This design comes from an exercise in tuning for small area, a short achievable clock period and few clock cycles per item on the open sky130 flow, not from production work.
RTL that was checked went through simulation tests only; none was proved equivalent to the original.
Power figures rest on the tool's default switching activity, not on a simulated workload.

==> run R: inputs <==
// md5
module md5(
  input          clock,
  input          reset,
  input  [127:0] io_in,
  input          io_in_valid,
  output [127:0] io_out,
  output         io_out_valid,
  output         io_ready
);
Settings: LEC_CHECK=0, CAP_MARGIN=20, CORE_MARGIN=2, CORE_UTILIZATION=25, SLEW_MARGIN=20; clock period 13.5 ns.
run.sh (not shown) runs the stock make flow with config.mk's settings and CLKGATE_MAP_FILE= SYNTH_SCRIPT=/design/flow/synth_recipe.tcl, a recipe that flattens the netlist after the stock synthesis.
==> inputs of run B, as changes to run R <==
--- a/flow/design.v
+++ b/flow/design.v
@@ -20,22 +20,23 @@
   reg [127:0] x2;
   reg [31:0]  pre2, b2, c2, d2;
   reg         v3;
   reg [3:0]   p3;
   reg [127:0] x3;
   reg [31:0]  pre3, b3, c3, d3;
   reg         ov;
+  reg         fst;    
   wire done = v3 & (p3 == 4'd15);
   wire free = ~v3 | done;
   wire accept = free & io_in_valid & ~reset;
   assign io_ready = free;
   assign io_out_valid = ov;
   assign io_out = {pre0, b0, c0, d0};
   wire [1:0] r0 = p0[3:2];
-  wire first = (p0 == 4'd0);
+  wire first = fst;
   reg [31:0] f0;
   always @* begin
     case (r0)
       2'd0: f0 = (b0 & c0) | (~b0 & d0);
       2'd1: f0 = (b0 & d0) | (c0 & ~d0);
       2'd2: f0 = b0 ^ c0 ^ d0;
       default: f0 = c0 ^ (b0 | ~d0);
@@ -316,14 +317,15 @@
   wire [31:0] nb3 = bb3 + rot3;
   wire [31:0] nc3 = last ? b3 + 32'h98badcfe : b3;
   wire [31:0] nd3 = last ? c3 + 32'h10325476 : c3;
   always @(posedge clock) begin
     ov <= ~reset & done;
     v0 <= accept | (~reset & v3 & ~done);
     p0 <= v3 ? p3 + 4'd1 : 4'd0;
+    fst <= ~v3 | (p3 == 4'd15);
     x0 <= free ? io_in : x3;
     pre0 <= npre3; b0 <= nb3; c0 <= nc3; d0 <= nd3;
     v1 <= ~reset & v0;
     p1 <= p0;
     x1 <= x0;
     pre1 <= npre0; b1 <= nb0; c1 <= nc0; d1 <= nd0;
     v2 <= ~reset & v1;
==> flow/flow/run.sh (new file) <==
#!/bin/bash
cp standard.sh standard_sh.txt
export SETUP_SLACK_MARGIN=9.5
bash standard.sh > standard.log 2>&1
==> flow/standard.sh (new file) <==
#!/bin/bash
# synth_recipe.tcl (not shown) runs the flow's synth.tcl, then flattens the netlist and writes it again
# the make line also repeats each setting of config.mk as NAME=value (left out here)
make -C /OpenROAD-flow-scripts/flow DESIGN_CONFIG=/design/flow/config.mk WORK_HOME=/design/flow/orfs CLKGATE_MAP_FILE= SYNTH_SCRIPT=/design/flow/synth_recipe.tcl "${@:-finish}"
removed: flow/run.sh
==> summary.md <==
| Metric | Value |
|---|---|
| Met2 Wirelength | 150,500 um |
| CP arrival | 7.28 ns |
| CORE AREA | 0.2565 mm2 |
| Combinational power share | 0.693 |
| Status | timing/DRC/antenna clean |
| Post-synthesis mux area share | 0.07109 |
| Layout cells sized above 1 | 0.3121 |
| Die area | 0.2614 mm2 |
the above is filed under run B

==> summary.md <==
| Metric | Value |
|---|---|
| Status | timing/DRC/antenna clean |
| CORE AREA | around 0.26 mm2 |
| Post-synthesis mux area share | 0.06078 |
| CP arrival | 10.05 ns |
| Layout cells sized above 1 | 0.07625 |
| Die area | ~0.26 mm2 |
| Combinational power share | 0.598 |
the above is filed under run R

No functional check of the RTL was part of any run of this note.

==> inputs of run E <==
Another version of the RTL of md5 (not shown whole).
## md5
module md5(
  input          clock,
  input          reset,
  input  [127:0] io_in,
  input          io_in_valid,
  output [127:0] io_out,
  output         io_out_valid,
  output         io_ready
);
==> flow/config.mk <==
export PLATFORM = sky130hd
export DESIGN_NAME = md5
export DESIGN_NICKNAME = md5
export VERILOG_FILES = /design/flow/design.v
export SDC_FILE = /design/flow/constraint.sdc
export NUM_CORES = 8
export LEC_CHECK = 0
export CAP_MARGIN = 20
export CORE_MARGIN = 2
export CORE_UTILIZATION = 60
export CTS_CLUSTER_DIAMETER = 80
export CTS_CLUSTER_SIZE = 25
export SLEW_MARGIN = 20
==> flow/constraint.sdc <==
create_clock -name core_clock -period 13.5 [get_ports {clock}]
set_input_delay 2.7000 -clock core_clock [delete_from_list [all_inputs] [get_ports {clock}]]
set_output_delay 2.7000 -clock core_clock [all_outputs]
set_load 0.01 [all_outputs]
standard.sh (not shown) runs the stock make flow with config.mk's settings and CLKGATE_MAP_FILE= SYNTH_SCRIPT=/design/flow/synth_recipe.tcl, a recipe that flattens the netlist after the stock synthesis.
==> flow/flow/run.sh <==
#!/bin/bash
# The standard layout (standard.sh: unchanged synthesis, SDC and steps)
# with two resizer settings changed:
# - the port buffers are buf_4 cells rather than the default delay-buffer
#   cells (every port still gets its own buffer).
export SETUP_SLACK_MARGIN=9.3
export BUFFER_PORTS_ARGS="-buffer_cell sky130_fd_sc_hd__buf_4"
bash standard.sh > standard.log 2>&1
==> inputs of run A, as changes to run E <==
--- a/flow/design.v
+++ b/flow/design.v
@@ -6,71 +6,67 @@
   output [127:0] io_out,
   output         io_out_valid,
   output         io_ready
 );
   reg         av0;
   reg [3:0]   ap0;
   reg [127:0] ax0;
   reg [31:0]  apre0, ab0, ac0, ad0;
-  reg [3:0]   aro0;   
   reg         bv0;
   reg [3:0]   bp0;
   reg [127:0] bx0;
   reg [31:0]  bsum0, bdk0, bb0, bc0;
-  reg [3:0]   bro0;   
   reg [1:0]   bws0;
   reg         av1;
   reg [3:0]   ap1;
   reg [127:0] ax1;
   reg [31:0]  apre1, ab1, ac1, ad1;
-  reg [3:0]   aro1;   
   reg         bv1;
   reg [3:0]   bp1;
   reg [127:0] bx1;
   reg [31:0]  bsum1, bdk1, bb1, bc1;
-  reg [3:0]   bro1;   
   reg [1:0]   bws1;
   reg         av2;
   reg [3:0]   ap2;
   reg [127:0] ax2;
   reg [31:0]  apre2, ab2, ac2, ad2;
-  reg [3:0]   aro2;   
   reg         bv2;
   reg [3:0]   bp2;
   reg [127:0] bx2;
   reg [31:0]  bsum2, bdk2, bb2, bc2;
-  reg [3:0]   bro2;   
   reg [1:0]   bws2;
   reg         av3;
   reg [3:0]   ap3;
   reg [127:0] ax3;
   reg [31:0]  apre3, ab3, ac3, ad3;
-  reg [3:0]   aro3;   
   reg         bv3;
   reg [3:0]   bp3;
   reg [127:0] bx3;
   reg [31:0]  bsum3, bdk3, bb3, bc3;
-  reg [3:0]   bro3;   
   reg [1:0]   bws3;
   reg         ov;
   reg         fst;    
   wire done = bv3 & (bp3 == 4'd15);
   reg         rdy;    
   wire free = rdy;
   wire accept = free & io_in_valid & ~reset;
   assign io_ready = free;
   assign io_out_valid = ov;
   assign io_out = {apre0, ab0, ac0, ad0};
   wire [1:0] ra0 = ap0[3:2];
-  wire [31:0] f0 =
-    ({32{aro0[0]}} & ((ab0 & ac0) | (~ab0 & ad0))) |
-    ({32{aro0[1]}} & ((ab0 & ad0) | (ac0 & ~ad0))) |
-    ({32{aro0[2]}} & (ab0 ^ ac0 ^ ad0)) |
-    ({32{aro0[3]}} & (ac0 ^ (ab0 | ~ad0)));
+  reg [31:0] f0;
+  always @* begin
+    case (ra0)
+      2'd0: f0 = (ab0 & ac0) | (~ab0 & ad0);
+      2'd1: f0 = (ab0 & ad0) | (ac0 & ~ad0);
+      2'd2: f0 = ab0 ^ ac0 ^ ad0;
+      default: f0 = ac0 ^ (ab0 | ~ad0);
+    endcase
+  end
   wire [31:0] opa0 = fst ? ax0[31:0] : apre0;
   wire [31:0] opb0 = fst ? 32'hd76aa477 : f0;
   wire [31:0] sum0;
   add32_sk u_sum0(.a(opa0), .b(opb0), .s(sum0));
   wire [31:0] be0 = fst ? 32'hefcdab89 : ab0;
   wire [31:0] ce0 = fst ? 32'h98badcfe : ac0;
   wire [31:0] de0 = fst ? 32'h10325476 : ad0;
   wire [31:0] bq0 = be0;
@@ -107,42 +103,50 @@
     ({32{ap0 == 4'd11}} & 32'he6db99e5) |
     ({32{ap0 == 4'd12}} & 32'h432aff97) |
     ({32{ap0 == 4'd13}} & 32'h8f0ccc92) |
     ({32{ap0 == 4'd14}} & 32'hfe2ce6e0) |
     ({32{ap0 == 4'd15}} & 32'hbd3af235);
   wire [31:0] dk0;
   add32_sk u_dk0(.a(de0), .b(kn0), .s(dk0));
   wire [1:0] rb0 = bp0[3:2];
-  wire [31:0] rot0 =
-    ({32{bro0[0]}} & {bsum0[24:0], bsum0[31:25]}) |
-    ({32{bro0[1]}} & {bsum0[26:0], bsum0[31:27]}) |
-    ({32{bro0[2]}} & {bsum0[27:0], bsum0[31:28]}) |
-    ({32{bro0[3]}} & {bsum0[25:0], bsum0[31:26]});
+  reg [31:0] rot0;
+  always @* begin
+    case (rb0)
+      2'd0: rot0 = {bsum0[24:0], bsum0[31:25]};
+      2'd1: rot0 = {bsum0[26:0], bsum0[31:27]};
+      2'd2: rot0 = {bsum0[27:0], bsum0[31:28]};
+      default: rot0 = {bsum0[25:0], bsum0[31:26]};
+    endcase
+  end
   reg [31:0] wn0;
   always @* begin
     case (bws0)
       2'd0: wn0 = bx0[31:0];
       2'd1: wn0 = bx0[63:32];
       2'd2: wn0 = bx0[95:64];
       default: wn0 = bx0[127:96];
     endcase
   end
   wire [31:0] nb0;
   add32_sk u_nb0(.a(bb0), .b(rot0), .s(nb0));
   wire [31:0] nc0 = bb0;
   wire [31:0] nd0 = bc0;
   wire [31:0] npre0;
   add32_sk u_npre0(.a(bdk0), .b(wn0), .s(npre0));
   wire [1:0] ra1 = ap1[3:2];
-  wire [31:0] f1 =
-    ({32{aro1[0]}} & ((ab1 & ac1) | (~ab1 & ad1))) |
-    ({32{aro1[1]}} & ((ab1 & ad1) | (ac1 & ~ad1))) |
-    ({32{aro1[2]}} & (ab1 ^ ac1 ^ ad1)) |
-    ({32{aro1[3]}} & (ac1 ^ (ab1 | ~ad1)));
+  reg [31:0] f1;
+  always @* begin
+    case (ra1)
+      2'd0: f1 = (ab1 & ac1) | (~ab1 & ad1);
+      2'd1: f1 = (ab1 & ad1) | (ac1 & ~ad1);
+      2'd2: f1 = ab1 ^ ac1 ^ ad1;
+      default: f1 = ac1 ^ (ab1 | ~ad1);
+    endcase
+  end
   wire [31:0] sum1;
   add32_sk u_sum1(.a(apre1), .b(f1), .s(sum1));
   wire [31:0] be1 = ab1;
   wire [31:0] ce1 = ac1;
   wire [31:0] de1 = ad1;
   wire [31:0] bq1 = be1;
   wire [31:0] cq1 = ce1;
   wire [1:0] ws1 =
@@ -177,42 +181,50 @@
     ({32{ap1 == 4'd11}} & 32'h1fa27cf8) |
     ({32{ap1 == 4'd12}} & 32'hab9423a7) |
     ({32{ap1 == 4'd13}} & 32'hffeff47d) |
     ({32{ap1 == 4'd14}} & 32'ha3014314) |
     ({32{ap1 == 4'd15}} & 32'h2ad7d2bb);
   wire [31:0] dk1;
   add32_sk u_dk1(.a(de1), .b(kn1), .s(dk1));
   wire [1:0] rb1 = bp1[3:2];
-  wire [31:0] rot1 =
-    ({32{bro1[0]}} & {bsum1[19:0], bsum1[31:20]}) |
-    ({32{bro1[1]}} & {bsum1[22:0], bsum1[31:23]}) |
-    ({32{bro1[2]}} & {bsum1[20:0], bsum1[31:21]}) |
-    ({32{bro1[3]}} & {bsum1[21:0], bsum1[31:22]});
+  reg [31:0] rot1;
+  always @* begin
+    case (rb1)
+      2'd0: rot1 = {bsum1[19:0], bsum1[31:20]};
+      2'd1: rot1 = {bsum1[22:0], bsum1[31:23]};
+      2'd2: rot1 = {bsum1[20:0], bsum1[31:21]};
+      default: rot1 = {bsum1[21:0], bsum1[31:22]};
+    endcase
+  end
   reg [31:0] wn1;
   always @* begin
     case (bws1)
       2'd0: wn1 = bx1[31:0];
       2'd1: wn1 = bx1[63:32];
       2'd2: wn1 = bx1[95:64];
       default: wn1 = bx1[127:96];
     endcase
   end
   wire [31:0] nb1;
   add32_sk u_nb1(.a(bb1), .b(rot1), .s(nb1));
   wire [31:0] nc1 = bb1;
   wire [31:0] nd1 = bc1;
   wire [31:0] npre1;
   add32_sk u_npre1(.a(bdk1), .b(wn1), .s(npre1));
   wire [1:0] ra2 = ap2[3:2];
-  wire [31:0] f2 =
-    ({32{aro2[0]}} & ((ab2 & ac2) | (~ab2 & ad2))) |
-    ({32{aro2[1]}} & ((ab2 & ad2) | (ac2 & ~ad2))) |
-    ({32{aro2[2]}} & (ab2 ^ ac2 ^ ad2)) |
-    ({32{aro2[3]}} & (ac2 ^ (ab2 | ~ad2)));
+  reg [31:0] f2;
+  always @* begin
+    case (ra2)
+      2'd0: f2 = (ab2 & ac2) | (~ab2 & ad2);
+      2'd1: f2 = (ab2 & ad2) | (ac2 & ~ad2);
+      2'd2: f2 = ab2 ^ ac2 ^ ad2;
+      default: f2 = ac2 ^ (ab2 | ~ad2);
+    endcase
+  end
   wire [31:0] sum2;
   add32_sk u_sum2(.a(apre2), .b(f2), .s(sum2));
   wire [31:0] be2 = ab2;
   wire [31:0] ce2 = ac2;
   wire [31:0] de2 = ad2;
   wire [31:0] bq2 = be2;
   wire [31:0] cq2 = ce2;
   wire [1:0] ws2 =
@@ -247,42 +259,50 @@
     ({32{ap2 == 4'd11}} & 32'hc4ac5665) |
     ({32{ap2 == 4'd12}} & 32'hfc93a039) |
     ({32{ap2 == 4'd13}} & 32'h85845dd1) |
     ({32{ap2 == 4'd14}} & 32'h4e0811a1) |
     ({32{ap2 == 4'd15}} & 32'heb86d391);
   wire [31:0] dk2;
   add32_sk u_dk2(.a(de2), .b(kn2), .s(dk2));
   wire [1:0] rb2 = bp2[3:2];
-  wire [31:0] rot2 =
-    ({32{bro2[0]}} & {bsum2[14:0], bsum2[31:15]}) |
-    ({32{bro2[1]}} & {bsum2[17:0], bsum2[31:18]}) |
-    ({32{bro2[2]}} & {bsum2[15:0], bsum2[31:16]}) |
-    ({32{bro2[3]}} & {bsum2[16:0], bsum2[31:17]});
+  reg [31:0] rot2;
+  always @* begin
+    case (rb2)
+      2'd0: rot2 = {bsum2[14:0], bsum2[31:15]};
+      2'd1: rot2 = {bsum2[17:0], bsum2[31:18]};
+      2'd2: rot2 = {bsum2[15:0], bsum2[31:16]};
+      default: rot2 = {bsum2[16:0], bsum2[31:17]};
+    endcase
+  end
   reg [31:0] wn2;
   always @* begin
     case (bws2)
       2'd0: wn2 = bx2[31:0];
       2'd1: wn2 = bx2[63:32];
       2'd2: wn2 = bx2[95:64];
       default: wn2 = bx2[127:96];
     endcase
   end
   wire [31:0] nb2;
   add32_sk u_nb2(.a(bb2), .b(rot2), .s(nb2));
   wire [31:0] nc2 = bb2;
   wire [31:0] nd2 = bc2;
   wire [31:0] npre2;
   add32_sk u_npre2(.a(bdk2), .b(wn2), .s(npre2));
   wire [1:0] ra3 = ap3[3:2];
-  wire [31:0] f3 =
-    ({32{aro3[0]}} & ((ab3 & ac3) | (~ab3 & ad3))) |
-    ({32{aro3[1]}} & ((ab3 & ad3) | (ac3 & ~ad3))) |
-    ({32{aro3[2]}} & (ab3 ^ ac3 ^ ad3)) |
-    ({32{aro3[3]}} & (ac3 ^ (ab3 | ~ad3)));
+  reg [31:0] f3;
+  always @* begin
+    case (ra3)
+      2'd0: f3 = (ab3 & ac3) | (~ab3 & ad3);
+      2'd1: f3 = (ab3 & ad3) | (ac3 & ~ad3);
+      2'd2: f3 = ab3 ^ ac3 ^ ad3;
+      default: f3 = ac3 ^ (ab3 | ~ad3);
+    endcase
+  end
   wire [31:0] sum3;
   add32_sk u_sum3(.a(apre3), .b(f3), .s(sum3));
   wire [31:0] be3 = ab3;
   wire [31:0] ce3 = ac3;
   wire [31:0] de3 = ad3;
   wire alast = (ap3 == 4'd15);
   wire [31:0] bq3 = alast ? be3 + 32'hefcdab89 : be3;
   wire [31:0] cq3 = alast ? ce3 + 32'h10325476 : ce3;
@@ -318,21 +338,25 @@
     ({32{ap3 == 4'd11}} & 32'hf4292244) |
     ({32{ap3 == 4'd12}} & 32'h655b59c3) |
     ({32{ap3 == 4'd13}} & 32'h6fa87e4f) |
     ({32{ap3 == 4'd14}} & 32'hf7537e82) |
     ({32{ap3 == 4'd15}} & 32'h67452301);
   wire [31:0] dk3;
   add32_sk u_dk3(.a(de3), .b(kn3), .s(dk3));
   wire [1:0] rb3 = bp3[3:2];
-  wire [31:0] rot3 =
-    ({32{bro3[0]}} & {bsum3[9:0], bsum3[31:10]}) |
-    ({32{bro3[1]}} & {bsum3[11:0], bsum3[31:12]}) |
-    ({32{bro3[2]}} & {bsum3[8:0], bsum3[31:9]}) |
-    ({32{bro3[3]}} & {bsum3[10:0], bsum3[31:11]});
+  reg [31:0] rot3;
+  always @* begin
+    case (rb3)
+      2'd0: rot3 = {bsum3[9:0], bsum3[31:10]};
+      2'd1: rot3 = {bsum3[11:0], bsum3[31:12]};
+      2'd2: rot3 = {bsum3[8:0], bsum3[31:9]};
+      default: rot3 = {bsum3[10:0], bsum3[31:11]};
+    endcase
+  end
   reg [31:0] wn3;
   always @* begin
     case (bws3)
       2'd0: wn3 = bx3[31:0];
       2'd1: wn3 = bx3[63:32];
       2'd2: wn3 = bx3[95:64];
       default: wn3 = bx3[127:96];
     endcase
@@ -340,60 +364,50 @@
   wire blast = (bp3 == 4'd15);
   wire [31:0] nb3;
   add32_sk u_nb3(.a(bb3), .b(rot3), .s(nb3));
   wire [31:0] nc3 = blast ? bb3 + 32'ha8ed3175 : bb3;
   wire [31:0] nd3 = bc3;
   wire [31:0] wm3 = blast ? 32'd0 : wn3;
   wire [31:0] npre3;
   add32_sk u_npre3(.a(bdk3), .b(wm3), .s(npre3));
-  wire [3:0] ap0n = bv3 ? bp3 + 4'd1 : 4'd0;
-  wire [1:0] ap0n_r = ap0n[3:2];
   always @(posedge clock) begin
     ov <= ~reset & done;
     av0 <= accept | (~reset & bv3 & ~done);
     ap0 <= bv3 ? bp3 + 4'd1 : 4'd0;
-    aro0 <= 4'd1 << ap0n_r;
     fst <= free;
     rdy <= reset | ~av3 | (ap3 == 4'd15);
     ax0 <= free ? io_in : bx3;
     apre0 <= npre3; ab0 <= nb3; ac0 <= nc3; ad0 <= nd3;
     bv0 <= ~reset & av0;
     bp0 <= ap0;
-    bro0 <= aro0;
     bx0 <= ax0;
     bsum0 <= sum0; bdk0 <= dk0; bb0 <= bq0; bc0 <= cq0; bws0 <= ws0;
     av1 <= ~reset & bv0;
     ap1 <= bp0;
-    aro1 <= bro0;
     ax1 <= bx0;
     apre1 <= npre0; ab1 <= nb0; ac1 <= nc0; ad1 <= nd0;
     bv1 <= ~reset & av1;
     bp1 <= ap1;
-    bro1 <= aro1;
     bx1 <= ax1;
     bsum1 <= sum1; bdk1 <= dk1; bb1 <= bq1; bc1 <= cq1; bws1 <= ws1;
     av2 <= ~reset & bv1;
     ap2 <= bp1;
-    aro2 <= bro1;
     ax2 <= bx1;
     apre2 <= npre1; ab2 <= nb1; ac2 <= nc1; ad2 <= nd1;
     bv2 <= ~reset & av2;
     bp2 <= ap2;
-    bro2 <= aro2;
     bx2 <= ax2;
     bsum2 <= sum2; bdk2 <= dk2; bb2 <= bq2; bc2 <= cq2; bws2 <= ws2;
     av3 <= ~reset & bv2;
     ap3 <= bp2;
-    aro3 <= bro2;
     ax3 <= bx2;
     apre3 <= npre2; ab3 <= nb2; ac3 <= nc2; ad3 <= nd2;
     bv3 <= ~reset & av3;
     bp3 <= ap3;
-    bro3 <= aro3;
     bx3 <= ax3;
     bsum3 <= sum3; bdk3 <= dk3; bb3 <= bq3; bc3 <= cq3; bws3 <= ws3;
   end
 endmodule
 module add32_sk(input [31:0] a, input [31:0] b, output [31:0] s);
   wire [31:0] p0 = a ^ b;
   wire [31:0] g0 = a & b;
   wire gg1 = g0[1] | (p0[1] & g0[0]);
==> flow/run.sh (new file) <==
#!/bin/bash
# synth_recipe.tcl (not shown) runs the flow's synth.tcl, then flattens the netlist and writes it again
# the make line also repeats each setting of config.mk as NAME=value (left out here)
make -C /OpenROAD-flow-scripts/flow DESIGN_CONFIG=/design/flow/config.mk WORK_HOME=/design/flow/orfs CLKGATE_MAP_FILE= SYNTH_SCRIPT=/design/flow/synth_recipe.tcl finish
SETUP_SLACK_MARGIN = 5   (was unset)
removed: flow/flow/run.sh
removed: flow/standard.sh
==> notes.md <==
* Critical path type: flip-flop to output pin
* N_taps at 1876
* Run status: finished clean
* Seq cells at 2131
* Power Combinational at 6.24 mW
* Die X at 379 µm
* Starting Density at 60.5%
* Fin area at 92400 µm²
* Crit path to: io_out[63]
Source of the figures above: run E

==> notes.md <==
* Starting Density at about three fifths
* Crit path to: bsum3[30]
* N_taps at 1794
* Seq cells at 2099
* Run status: finished clean
* Grt ovf at 0
* Critical path type: flip-flop to flip-flop
* Fin area at a little over 90000 µm²
Source of the figures above: run A

Testbench counts of run E, summed over its fixed seeds: cycles 12,360, items 768.
Testbench counts of run A, summed over its fixed seeds: cycles 12,360, items 768.

## afterwards: timing with drivers on the ports
In the flow no input, the clock included, has a driving cell. The finished layouts below were timed again as built, in two steps. Step 1 assumes that a clkbuf_16 drives the clock port and a buf_2 every other input. Step 2 adds t to the input delays and takes it off the output delays; t is the mean of the earliest and latest rising clock arrival at the registers after step 1. Input paths then give back, and output paths get back, about the clock's delay inside the block. Three values: no drivers, after step 1, after step 2; two values: the first two.
run | shift t [ns] | slack for setup (ns) | clock arrival spread, ns
run R | 0.865 | 4.098 / 4.098 / 4.098 | 0.076 / 0.077
run B | 0.887 | 6.971 / 6.971 / 6.971 | 0.067 / 0.067
run E | 0.871 | 9.290 / 9.208 / 9.344 | 0.067 / 0.066
run A | 0.842 | 7.693 / 7.693 / 7.693 | 0.065 / 0.066
After both steps every run listed still meets setup and hold.
